This design comes from an exercise in tuning for small area on the open sky130 flow, not from production work.
In this exercise RTL edits were held to simulation tests only and were not proved equivalent to the original.
Power is estimated from default activity; no workload was simulated.

==> inputs of xenon <==
// snake_game
module snake_game(clk,
						rst,
						btn_right,
						btn_left,
						btn_up,
						btn_down,
						h_sync,
						v_sync,
						vgaRed,
						vgaGreen,
						vgaBlue);
	input 		 clk,
					 rst,
					 btn_right,
					 btn_left,
					 btn_up,
					 btn_down;
	output 		 h_sync,
					 v_sync;
	output [2:0] vgaRed,
					 vgaGreen;
	output [1:0] vgaBlue;
	wire 		  	 btn_right_db,
					 btn_left_db,
					 btn_up_db,
					 btn_down_db,
					 prnt,
					 video_on,
					 game_over,
					 gen_food,
					 food_prnt,
					 bound_prnt;
	wire 	 [9:0] r_pixel,c_pixel,r_next;
	wire 	 [7:0] food_X,
					 food_Y;
	 vga	 SV( .clk(clk),
				  .rst(rst),
				  .h_sync(h_sync),
				  .v_sync(v_sync),
				  .r_pixel(r_pixel),
				  .c_pixel(c_pixel),
				  .r_next(r_next),
				  .video_on(video_on));
	 print_snake PS(.clk(clk),
						 .rst(rst),
						 .btn_right(btn_right_db),
						 .btn_left(btn_left_db),
						 .btn_up(btn_up_db),
						 .btn_down(btn_down_db),
						 .r_pixel(r_pixel),
						 .r_next(r_next),
						 .c_pixel(c_pixel),
						 .food_X(food_X),
						 .food_Y(food_Y),
						 .prnt(prnt),
						 .make_food(gen_food),
						 .game_over(game_over));
	 food_gen FG(.clk(clk),
					 .rst(rst),
					 .c_pixel(c_pixel[9:2]),
					 .r_pixel(r_pixel[9:2]),
					 .gen_food(gen_food),
					 .game_over(game_over),
					 .food_X(food_X),
					 .food_Y(food_Y),
					 .food_prnt(food_prnt),
					 .bound_prnt(bound_prnt) );
	 set_color SC(.clk(clk),
					  .rst(rst),
					  .video_on(video_on),
					  .food_prnt(food_prnt),
					  .bound_prnt(bound_prnt),
					  .prnt(prnt),
					  .game_over(game_over),
					  .vgaRed(vgaRed),
  ...
export LEC_CHECK = 0
export CAP_MARGIN = 20
export CORE_MARGIN = 2
export CORE_UTILIZATION = 60
export CTS_CLUSTER_DIAMETER = 100
export CTS_CLUSTER_SIZE = 25
export SLEW_MARGIN = 20
export SYNTH_HIERARCHICAL = 1
export SYNTH_MINIMUM_KEEP_SIZE = 0
create_clock -name core_clock -period 8.0 [get_ports {clk}]
run.sh (not shown) runs the stock make flow with config.mk's settings and CLKGATE_MAP_FILE= SYNTH_SCRIPT=/design/flow/synth_recipe.tcl, a recipe that flattens the netlist after the stock synthesis.
==> inputs of fjord, as changes to xenon <==
--- a/flow/design.v
+++ b/flow/design.v
@@ -260,33 +260,33 @@
 		end
 	end
 	reg [1:0] ring [0:99];
 	reg [6:0] c100;
 	reg       pending, fill, dirty;
 	reg [1:0] ins_dir;
 	wire       c99     = (c100 == 7'd99);
 	wire       ins_now = c99 && (pending || post_ticket);
-	wire       start   = ins_now || (c100 == 7'd0);
+	wire       start   = ins_now || (c100 == 7'd100);
 	wire [1:0] new_dir = zf ? LD : DL;    
 	wire [1:0] cur_dir = ins_now ? (pending ? ins_dir : new_dir) : (fill ? DR : ring[0]);
 	always @(posedge clk) begin
 		for (i = 0; i < 99; i = i + 1)
 			ring[i] <= ring[i+1];
 		ring[99] <= cur_dir;
 	end
 	always @(posedge clk) begin
 		if (rst) begin
-			c100    <= 0;
+			c100    <= 7'd100;
 			pending <= 0;
 			fill    <= 1;
 			dirty   <= 0;
 		end
 		else begin
-			c100    <= ins_now ? 7'd1 : (c99 ? 7'd0 : c100 + 7'd1);
+			c100    <= (ins_now || c100 == 7'd100) ? 7'd1 : c100 + 7'd1;
 			if (c99)
 				fill <= 0;
 			pending <= post_ticket ? !ins_now : (ins_now ? 1'b0 : pending);
 			dirty   <= start ? (post_ticket && !ins_now) : (dirty | post_ticket);
 		end
 	end
 	always @(posedge clk)
 		if (post_ticket)
@@ -306,17 +306,17 @@
 				DR: wnext[15:8] = base[15:8] - 8'd1;
 				DL: wnext[15:8] = base[15:8] + 8'd1;
 				DU: wnext[7:0]  = base[7:0]  + 8'd1;
 				DD: wnext[7:0]  = base[7:0]  - 8'd1;
 			endcase
 	end
 	always @(posedge clk)
 		wpos <= wnext;
-	wire [6:0] wk  = (c100 == 7'd0) ? 7'd100 : c100;
+	wire [6:0] wk  = c100;
 	wire       eq0 = (wpos == body0);
 	wire       eqt = (wpos == tail);
 	reg        hacc, dacc;
 	always @(posedge clk) begin
 		if (wk == 7'd1) begin
 			hacc <= 0;
 			dacc <= eqt;
 		end
@@ -325,55 +325,49 @@
 			dacc <= dacc | eqt;
 		end
 		if (wk == E) begin
 			hit_r <= hacc | eq0;
 			dup_r <= dacc | eq0;
 			tail  <= wpos;
 		end
 	end
-	wire       clr_all = (c_pixel == 10'd579);
-	wire [7:0] rowB    = (c_pixel >= 10'd580) ? r_next[9:2] : r_pixel[9:2];
-	reg  breq, bact, bext;
-	wire bstart = start && breq;
-	wire [6:0] limit = dirty ? E - 7'd1 : E;
-	wire       wset = ((bact && (wk <= limit)) || bext) && (wpos[7:0] == rowB);
-	wire       tadd = post_ticket && (b0y == rowB);
-	wire       sen  = wset | tadd;
-	wire [7:0] sx   = wset ? wpos[15:8] : b0x;
-	wire       trem = post_ticket && (len == E) && !dup_r && (tail[7:0] == rowB);
-	always @(posedge clk) begin
-		if (rst) begin
-			breq <= 0;
-			bact <= 0;
-			bext <= 0;
-		end
-		else begin
-			if (clr_all)
-				breq <= 1;
-			else if (bstart)
-				breq <= 0;
-			bact <= bstart ? 1'b1 : (start ? 1'b0 : bact);
-			bext <= start && bact && (dirty || (post_ticket && ins_now));
-		end
-	end
-	reg [15:0] dlo;
-	reg [9:1]  dhi;
-	always @(*) begin
-		dlo = 16'd0;
-		dlo[sx[3:0]] = 1'b1;
-		dhi = 9'd0;
-		for (i = 1; i <= 9; i = i + 1)
-			dhi[i] = sen && (sx[7:4] == i);
-	end
-	wire [144:16] bm;
+	wire [9:0] c       = c_pixel;
+	wire       clr_all = (c == 10'd579);
+	wire       clrA    = clr_all || (c == 10'd127) || (c == 10'd383);
+	wire       clrB    = (c == 10'd255) || (c == 10'd511);
+	wire       blank   = (c >= 10'd580);
+	wire [7:0] rowB    = blank ? r_next[9:2] : r_pixel[9:2];
+	wire [2:0] tgt     = blank ? 3'd0 : {1'b0, c[8:7]} + 3'd1;
+	wire       tgt_ok  = blank || !c[9];
+	reg        okf;
+	always @(posedge clk)
+		okf <= start ? 1'b1 : ((wk == E) ? 1'b0 : okf);
+	wire       wset  = okf && !(dirty && wk == E) && (wpos[7:0] == rowB) && tgt_ok && (wpos[15:13] == tgt);
+	wire       trow  = post_ticket && (b0y == rowB);
+	wire       tadd  = trow && ((tgt_ok && b0x[7:5] == tgt) || (!blank && b0x[7:5] == c[9:7]));
+	wire       trem  = post_ticket && !grew && !dup_r && (tail[7:0] == rowB);
+	wire [15:0] lo1, lo2;
+	wire [3:0]  hi1, hi2;
 	genvar g;
 	generate
-		for (g = 16; g <= 144; g = g + 1) begin : map
-			rowmap_bit mb(.clk(clk), .clr(clr_all), .h(dhi[g/16]), .l(dlo[g%16]), .q(bm[g]));
+		for (g = 0; g < 16; g = g + 1) begin : dl
+			assign lo1[g] = (wpos[11:8] == g);
+			assign lo2[g] = (b0x[3:0] == g);
+		end
+		for (g = 0; g < 4; g = g + 1) begin : dh
+			assign hi1[g] = wset && (wpos[13:12] == g);
+			assign hi2[g] = tadd && (b0x[5:4] == g);
+		end
+	endgenerate
+	wire [63:0] bm;
+	generate
+		for (g = 0; g < 64; g = g + 1) begin : map
+			rowmap_bit mb(.clk(clk), .clr(g < 32 ? clrA : clrB),
+							  .h1(hi1[g/16]), .l1(lo1[g%16]), .h2(hi2[g/16]), .l2(lo2[g%16]), .q(bm[g]));
 		end
 	endgenerate
 	reg       m1v, m2v, tk1;
 	reg [7:0] m1x, m2x;
 	always @(posedge clk) begin
 		if (rst || clr_all) begin
 			m1v <= 0;
 			m2v <= 0;
@@ -383,58 +377,73 @@
 			tk1 <= 1;
 			if (!tk1) begin
 				m1v <= trem;
 				m1x <= tail[15:8];
 			end
 			else begin
 				m2v <= trem;
 				m2x <= tail[15:8];
-				if (tadd && m1x == b0x)
+				if (trow && m1x == b0x)
 					m1v <= 0;
 			end
 		end
 	end
 	wire [7:0] cx = c_pixel[9:2];
 	wire bsel;
-	rowmap_read rr(.bm(bm), .cx(cx), .q(bsel));
+	rowmap_read rr(.bm(bm), .cx(cx[5:0]), .q(bsel));
 	assign prnt = bsel && !(m1v && m1x == cx) && !(m2v && m2x == cx);
 endmodule
-module rowmap_bit(clk, clr, h, l, q);
-	input clk, clr, h, l;
+module rowmap_bit(clk, clr, h1, l1, h2, l2, q);
+	input clk, clr, h1, l1, h2, l2;
 	output reg q;
+	wire n1, n2;
+	rm_nand2 x1(.a(h1), .b(l1), .y(n1));
+	rm_nand2 x2(.a(h2), .b(l2), .y(n2));
 	always @(posedge clk)
-		q <= ~clr & (q | (h & l));
+		q <= ~clr & (q | ~n1 | ~n2);
+endmodule
+module rm_nand2(a, b, y);
+	input a, b;
+	output y;
+	assign y = ~(a & b);
 endmodule
 module rowmap_read(bm, cx, q);
-	input [144:16] bm;
-	input [7:0] cx;
+	input [63:0] bm;
+	input [5:0] cx;
 	output q;
 	wire [15:0] lo;
-	wire [9:1]  hi;
-	wire [9:1]  g;
+	wire [3:0]  g;
 	genvar j;
 	generate
 		for (j = 0; j < 16; j = j + 1) begin : dl
 			assign lo[j] = (cx[3:0] == j);
 		end
-		for (j = 1; j <= 9; j = j + 1) begin : dh
-			assign hi[j] = (cx[7:4] == j);
-		end
-		for (j = 1; j <= 8; j = j + 1) begin : gr
+		for (j = 0; j < 4; j = j + 1) begin : gr
 			rm_group16 gg(.b(bm[16*j+15:16*j]), .lo(lo), .y(g[j]));
 		end
 	endgenerate
-	assign g[9] = bm[144];
-	assign q = |(g & hi);
+	assign q = g[cx[5:4]];
 endmodule
 module rm_group16(b, lo, y);
 	input [15:0] b, lo;
 	output y;
-	assign y = |(b & lo);
+	wire [5:0] t;
+	rm_aoi222 a0(.a(b[0]), .b(lo[0]), .c(b[1]), .d(lo[1]), .e(b[2]), .f(lo[2]), .y(t[0]));
+	rm_aoi222 a1(.a(b[3]), .b(lo[3]), .c(b[4]), .d(lo[4]), .e(b[5]), .f(lo[5]), .y(t[1]));
+	rm_aoi222 a2(.a(b[6]), .b(lo[6]), .c(b[7]), .d(lo[7]), .e(b[8]), .f(lo[8]), .y(t[2]));
+	rm_aoi222 a3(.a(b[9]), .b(lo[9]), .c(b[10]), .d(lo[10]), .e(b[11]), .f(lo[11]), .y(t[3]));
+	rm_aoi222 a4(.a(b[12]), .b(lo[12]), .c(b[13]), .d(lo[13]), .e(b[14]), .f(lo[14]), .y(t[4]));
+	assign t[5] = ~(b[15] & lo[15]);
+	assign y = ~&t;
+endmodule
+module rm_aoi222(a, b, c, d, e, f, y);
+	input a, b, c, d, e, f;
+	output y;
+	assign y = ~((a & b) | (c & d) | (e & f));
 endmodule
 `timescale 1ns / 1ps
 module set_color(clk,
 					  rst,
 					  video_on,
 					  food_prnt,
 					  bound_prnt,
 					  prnt,
CTS_BUF_LIST = sky130_fd_sc_hd__clkbuf_8   (was unset)
CTS_CLUSTER_DIAMETER = 60   (was 100)
CTS_CLUSTER_SIZE = 15   (was 25)
==> inputs of indigo, as changes to xenon <==
--- a/flow/design.v
+++ b/flow/design.v
@@ -1,29 +1,26 @@
 `timescale 1ns / 1ps
 module vga(clk,
 			  rst,
 			  h_sync,
 			  v_sync,
 			  r_pixel,
 			  c_pixel,
-			  r_next,
 			  video_on);
 	input  clk,rst;
 	output h_sync,  
 			 v_sync,  
 			 video_on; 
 	output [9:0] r_pixel, 
-			 c_pixel, 
-			 r_next; 
+			 c_pixel; 
 	wire		 h_sync,
 				 v_sync,
 				 video_on;
 	reg [9:0] r_pixel,c_pixel;
-	assign r_next = r_pixel + 10'd1;
 	parameter H_PIXEL = 640;
 	parameter HSYNC_START = 659;
 	parameter HSYNC_END = 755;
 	parameter H_MAX = 799;
 	parameter V_PIXEL = 480;
 	parameter VSYNC_START = 493;
 	parameter VSYNC_END = 494;
 	parameter V_MAX = 524;
@@ -38,17 +35,17 @@
 			end
 			else begin
 				c_pixel <= c_pixel+1;
 			end
 			if(r_pixel >= V_MAX && c_pixel >= H_MAX) begin
 				r_pixel <= 10'b0;
 			end
 			else if(c_pixel == H_MAX) begin
-				r_pixel <= r_next;
+				r_pixel <= r_pixel +1;
 			end
 		end
 	end
 	assign h_sync   = ~((c_pixel >= HSYNC_START)&&(c_pixel <= HSYNC_END));
 	assign v_sync   = ~((r_pixel >= VSYNC_START)&&(r_pixel <= VSYNC_END));
 	assign video_on = ((c_pixel < H_PIXEL)&&(r_pixel < V_PIXEL));
 endmodule
 `timescale 1ns / 1ps
@@ -56,30 +53,48 @@
 							rst,
 							button,
 							debounce);
 	input  	  clk,
 				  rst,
 				  button;
 	output 	  debounce;
 	reg [2:0]  cntr;
-	wire 		  debounce = (cntr == 3'd7);
+	reg 		  debounce;
 	reg 		  button_1;
 	reg 		  button_sync;
 	always @(posedge clk)
 	begin
 		button_1 <= button;
 		button_sync <= button_1;
 	end
 	always @(posedge clk)
 	begin
-		if (rst || !button_sync)
+		if(rst)
+		begin
 			cntr <= 0;
-		else if (cntr != 3'd7)
-			cntr <= cntr + 3'd1;
+			debounce <= 0;
+		end
+		else if (button_sync)
+		begin
+			if(cntr == 3'd6)
+			begin
+				cntr <= 0 ;
+				debounce <= 1;
+			end
+			else
+			begin
+				cntr <= cntr + 3'd1;
+			end
+		end
+		else
+		begin
+			cntr <= 0;
+			debounce <= 0;
+		end
 	end
 endmodule
 `timescale 1ns / 1ps
 module food_gen(clk,
 					 rst,
 					 c_pixel,
 					 r_pixel,
 					 gen_food,
@@ -158,31 +173,29 @@
 `timescale 1ns / 1ps
 module print_snake(clk,
 						 rst,
 						 btn_right,
 						 btn_left,
 						 btn_up,
 						 btn_down,
 						 r_pixel,
-						 r_next,
 						 c_pixel,
 						 food_X,
 						 food_Y,
 						 prnt,
 						 make_food,
 						 game_over);
 	input 		 clk,
 					 rst,
 					 btn_right,
 					 btn_left,
 					 btn_up,
 					 btn_down;
 	input [9:0]  r_pixel,
-					 r_next,
 					 c_pixel;
 	input [7:0]  food_X,
 					 food_Y;
 	output 		 prnt;
 	output reg	 make_food,
 					 game_over;
 	localparam [1:0] DR = 2'd0, DL = 2'd1, DU = 2'd2, DD = 2'd3;
 	integer i;
@@ -207,72 +220,72 @@
 			if (btn_left)       begin mv_v <= 1; mv_d <= DL; end
 			else if (btn_right) begin mv_v <= 1; mv_d <= DR; end
 			else if (btn_up)    begin mv_v <= 1; mv_d <= DU; end
 			else if (btn_down)  begin mv_v <= 1; mv_d <= DD; end
 		end
 	end
 	reg [1:0]  HP;       
 	reg [1:0]  LD;       
-	reg        zf;       
+	reg [6:0]  z;        
 	reg [15:0] body0;    
 	reg [6:0]  len;      
-	reg        grew;     
-	wire [6:0] E = len - {6'd0, grew};   
+	reg [6:0]  E;        
 	reg        hit_r, dup_r;
 	reg [15:0] tail;     
 	wire [7:0] b0x = body0[15:8];
 	wire [7:0] b0y = body0[7:0];
+	wire       zf  = |z;
 	reg [7:0] hx, hy;
 	always @(*) begin
 		hx = b0x;
 		hy = b0y;
 		if (zf)
 			case (LD)
 				DR: hx = b0x + 8'd1;
 				DL: hx = b0x - 8'd1;
 				DU: hy = b0y - 8'd1;
 				DD: hy = b0y + 8'd1;
 			endcase
 	end
 	wire go_keep = (len == 7'd100) & game_over;
-	wire eat     = (body0 == {food_X, food_Y});
+	wire eat     = !go_keep && (body0 == {food_X, food_Y});
 	wire wall    = (b0x == 8'h91) || (b0x == 8'h10) || (b0y == 8'h6F) || (b0y == 8'h0A);
 	always @(posedge clk) begin
 		if (rst) begin
 			game_over <= 0;
 			make_food <= 0;
 			len       <= 7'd10;
-			grew      <= 0;
+			E         <= 7'd10;
 			body0     <= 16'h4040;
 			HP        <= DR;
 			LD        <= DR;
-			zf        <= 0;
+			z         <= 0;
 		end
 		else if (post_ticket) begin
 			make_food <= eat;
 			len       <= (eat && len != 7'd100) ? len + 7'd1 : len;
-			grew      <= eat && len != 7'd100;
+			E         <= len;
 			game_over <= go_keep | hit_r | wall;
-			body0     <= {hx, hy};    
+			body0     <= go_keep ? 16'h0 : {hx, hy};
 			LD        <= HP;
 			if (mv_v && (mv_d[1] != HP[1]))
 				HP <= mv_d;
-			zf        <= 1;
+			if (z != 7'd127)
+				z <= z + 7'd1;
 		end
 	end
 	reg [1:0] ring [0:99];
 	reg [6:0] c100;
 	reg       pending, fill, dirty;
 	reg [1:0] ins_dir;
 	wire       c99     = (c100 == 7'd99);
 	wire       ins_now = c99 && (pending || post_ticket);
 	wire       start   = ins_now || (c100 == 7'd0);
-	wire [1:0] new_dir = zf ? LD : DL;    
-	wire [1:0] cur_dir = ins_now ? (pending ? ins_dir : new_dir) : (fill ? DR : ring[0]);
+	wire [1:0] cur_dir = ins_now ? (pending ? ins_dir : LD) : (fill ? DR : ring[0]);
 	always @(posedge clk) begin
 		for (i = 0; i < 99; i = i + 1)
 			ring[i] <= ring[i+1];
 		ring[99] <= cur_dir;
 	end
 	always @(posedge clk) begin
 		if (rst) begin
 			c100    <= 0;
@@ -285,23 +298,21 @@
 			if (c99)
 				fill <= 0;
 			pending <= post_ticket ? !ins_now : (ins_now ? 1'b0 : pending);
 			dirty   <= start ? (post_ticket && !ins_now) : (dirty | post_ticket);
 		end
 	end
 	always @(posedge clk)
 		if (post_ticket)
-			ins_dir <= new_dir;
+			ins_dir <= LD;
 	reg [15:0] wpos;
-	reg [1:0]  wprev;    
-	wire [1:0] prev   = start ? LD : wprev;
-	wire       nostep = (cur_dir == DL && prev == DR) || (ins_now && !pending);
-	always @(posedge clk)
-		wprev <= cur_dir;
+	wire [6:0] zk     = (dirty && !start) ? z - 7'd1 : z;
+	wire [6:0] kcur   = ins_now ? 7'd1 : c100 + 7'd1;
+	wire       nostep = (kcur == zk) || (ins_now && !pending);
 	wire [15:0] base  = start ? body0 : wpos;
 	reg  [15:0] wnext;
 	always @(*) begin
 		wnext = base;
 		if (!nostep)
 			case (cur_dir)
 				DR: wnext[15:8] = base[15:8] - 8'd1;
 				DL: wnext[15:8] = base[15:8] + 8'd1;
@@ -325,21 +336,22 @@
 			dacc <= dacc | eqt;
 		end
 		if (wk == E) begin
 			hit_r <= hacc | eq0;
 			dup_r <= dacc | eq0;
 			tail  <= wpos;
 		end
 	end
-	wire       clr_all = (c_pixel == 10'd579);
-	wire [7:0] rowB    = (c_pixel >= 10'd580) ? r_next[9:2] : r_pixel[9:2];
+	wire       lastline = (r_pixel[1:0] == 2'b11);
+	wire       clr_all  = lastline && (c_pixel == 10'd579);
+	wire [7:0] rowB     = r_pixel[9:2] + {7'd0, lastline && (c_pixel >= 10'd580)};
 	reg  breq, bact, bext;
 	wire bstart = start && breq;
-	wire [6:0] limit = dirty ? E - 7'd1 : E;
+	wire [6:0] limit = post_ticket ? len - 7'd1 : (dirty ? E - 7'd1 : E);
 	wire       wset = ((bact && (wk <= limit)) || bext) && (wpos[7:0] == rowB);
 	wire       tadd = post_ticket && (b0y == rowB);
 	wire       sen  = wset | tadd;
 	wire [7:0] sx   = wset ? wpos[15:8] : b0x;
 	wire       trem = post_ticket && (len == E) && !dup_r && (tail[7:0] == rowB);
 	always @(posedge clk) begin
 		if (rst) begin
 			breq <= 0;
@@ -350,91 +362,21 @@
 			if (clr_all)
 				breq <= 1;
 			else if (bstart)
 				breq <= 0;
 			bact <= bstart ? 1'b1 : (start ? 1'b0 : bact);
 			bext <= start && bact && (dirty || (post_ticket && ins_now));
 		end
 	end
-	reg [15:0] dlo;
-	reg [9:1]  dhi;
-	always @(*) begin
-		dlo = 16'd0;
-		dlo[sx[3:0]] = 1'b1;
-		dhi = 9'd0;
-		for (i = 1; i <= 9; i = i + 1)
-			dhi[i] = sen && (sx[7:4] == i);
-	end
-	wire [144:16] bm;
-	genvar g;
-	generate
-		for (g = 16; g <= 144; g = g + 1) begin : map
-			rowmap_bit mb(.clk(clk), .clr(clr_all), .h(dhi[g/16]), .l(dlo[g%16]), .q(bm[g]));
-		end
-	endgenerate
-	reg       m1v, m2v, tk1;
-	reg [7:0] m1x, m2x;
-	always @(posedge clk) begin
-		if (rst || clr_all) begin
-			m1v <= 0;
-			m2v <= 0;
-			tk1 <= 0;
-		end
-		else if (post_ticket) begin
-			tk1 <= 1;
-			if (!tk1) begin
-				m1v <= trem;
-				m1x <= tail[15:8];
-			end
-			else begin
-				m2v <= trem;
-				m2x <= tail[15:8];
-				if (tadd && m1x == b0x)
-					m1v <= 0;
-			end
-		end
-	end
-	wire [7:0] cx = c_pixel[9:2];
-	wire bsel;
-	rowmap_read rr(.bm(bm), .cx(cx), .q(bsel));
-	assign prnt = bsel && !(m1v && m1x == cx) && !(m2v && m2x == cx);
-endmodule
-module rowmap_bit(clk, clr, h, l, q);
-	input clk, clr, h, l;
-	output reg q;
+	reg [144:16] bm;
 	always @(posedge clk)
-		q <= ~clr & (q | (h & l));
-endmodule
-module rowmap_read(bm, cx, q);
-	input [144:16] bm;
-	input [7:0] cx;
-	output q;
-	wire [15:0] lo;
-	wire [9:1]  hi;
-	wire [9:1]  g;
-	genvar j;
-	generate
-		for (j = 0; j < 16; j = j + 1) begin : dl
-			assign lo[j] = (cx[3:0] == j);
-		end
-		for (j = 1; j <= 9; j = j + 1) begin : dh
-			assign hi[j] = (cx[7:4] == j);
-		end
-		for (j = 1; j <= 8; j = j + 1) begin : gr
-			rm_group16 gg(.b(bm[16*j+15:16*j]), .lo(lo), .y(g[j]));
-		end
-	endgenerate
-	assign g[9] = bm[144];
-	assign q = |(g & hi);
-endmodule
-module rm_group16(b, lo, y);
-	input [15:0] b, lo;
-	output y;
-	assign y = |(b & lo);
+		for (i = 16; i <= 144; i = i + 1)
+			bm[i] <= !clr_all && ((bm[i] && !(trem && tail[15:8] == i)) || (sen && sx == i));
+	assign prnt = bm[c_pixel[9:2]];
 endmodule
 `timescale 1ns / 1ps
 module set_color(clk,
 					  rst,
 					  video_on,
 					  food_prnt,
 					  bound_prnt,
 					  prnt,
@@ -529,35 +471,33 @@
 					 btn_up_db,
 					 btn_down_db,
 					 prnt,
 					 video_on,
 					 game_over,
 					 gen_food,
 					 food_prnt,
 					 bound_prnt;
-	wire 	 [9:0] r_pixel,c_pixel,r_next;
+	wire 	 [9:0] r_pixel,c_pixel;
 	wire 	 [7:0] food_X,
 					 food_Y;
 	 vga	 SV( .clk(clk),
 				  .rst(rst),
 				  .h_sync(h_sync),
 				  .v_sync(v_sync),
 				  .r_pixel(r_pixel),
 				  .c_pixel(c_pixel),
-				  .r_next(r_next),
 				  .video_on(video_on));
 	 print_snake PS(.clk(clk),
 						 .rst(rst),
 						 .btn_right(btn_right_db),
 						 .btn_left(btn_left_db),
 						 .btn_up(btn_up_db),
 						 .btn_down(btn_down_db),
 						 .r_pixel(r_pixel),
-						 .r_next(r_next),
 						 .c_pixel(c_pixel),
 						 .food_X(food_X),
 						 .food_Y(food_Y),
 						 .prnt(prnt),
 						 .make_food(gen_food),
 						 .game_over(game_over));
 	 food_gen FG(.clk(clk),
 					 .rst(rst),
CTS_BUF_LIST = sky130_fd_sc_hd__clkbuf_4   (was unset)
CTS_CLUSTER_DIAMETER = unset   (was 100)
CTS_CLUSTER_SIZE = 30   (was 25)
SYNTH_HIERARCHICAL = unset   (was 1)
SYNTH_MINIMUM_KEEP_SIZE = unset   (was 0)
==> run notes <==
worst vdd ir -> 0.1992 mV
Power Density -> 231.1 nW/um^2
met1 Track Usage GR -> 35.70%
buffers outside the clock class -> 36
status -> timing/DRC/antenna clean
Pwr Total -> 0.004435 W
DP Area -> 18,410 sq um
WL/cell -> 17.76 um
largest family of logic cells by synthesized area -> simple AND/OR/NAND/NOR gates
Net count, final -> 1,855
clock power share -> 30.0%
reg-to-reg endpoint -> PS.wpos[6]$_DFF_P_
Leak -> 7.834 nW
Antenna Cells -> 0
Source of the figures above: fjord

==> run notes <==
status -> timing/DRC/antenna clean
Die ar. -> 37,220 sq um
reg2reg path depth -> 15
Antenna Cells -> 2
clock power share -> 42.3%
final core occ -> 65.96%
Mean Syn Cell Area -> 10.18 sq um
Net count, final -> 2,197
Power Density -> 226.1 nW/um^2
Inverters -> 45
Core Box Area -> 35,400 sq um
Clock net power -> 0.00224 W
reg-to-reg endpoint -> PS.bm[114]$_DFF_P_
worst vdd ir -> 0.2086 mV
Pwr Total -> 0.005278 W
WL met2 -> 23,650 um
WL/cell -> 18.81 um
largest family of logic cells by synthesized area -> compound AO/OA/AOI/OAI gates
buffers outside the clock class -> 31
met1 Track Usage GR -> 35.94%
Source of the figures above: indigo

==> run notes <==
clock power share -> 31.0%
Worst slew margin -> 25.88%
Leak -> 8.515 nW
prevailing post-synth register cell -> dfxtp_1
buffers outside the clock class -> 35
Net count, final -> 1,988
Power Density -> 202.6 nW/um^2
remaining routing DRC violations -> 0
Antenna Cells -> 0
largest family of logic cells by synthesized area -> simple AND/OR/NAND/NOR gates
Logic pwr share -> 6.2%
DP Area -> 20,700 sq um
status -> timing/DRC/antenna clean
worst vdd ir -> 0.2040 mV
reg-to-reg endpoint -> PS.map[142].mb.q$_DFF_P_
Source of the figures above: xenon

port drivers added, routing unchanged:
In the flow no input, the clock included, has a driving cell. The finished layouts below were timed again as built, in two steps.
Step 1 assumes that a clkbuf_16 drives the clock port and a buf_2 every other input.
Step 2 moves the port delays by t, midway between the first and last clock arrival at a register: inputs arrive t later, outputs are due t later. That takes back most of the time a late clock gives input paths.
a / b / c = ideal / step 1 / step 2; a / b = the first two.
run	shift t [ns]	setup slack, ns	latest minus earliest clock arrival (ns)	cell pins on the clock port's net
xenon	0.619	1.484 / 1.484 / 1.484	0.016 / 0.016	1
fjord	0.637	3.615 / 3.565 / 3.856	0.022 / 0.021	1
indigo	0.871	2.824 / 2.824 / 2.824	0.075 / 0.075	1
After both steps every run listed still meets setup and hold.
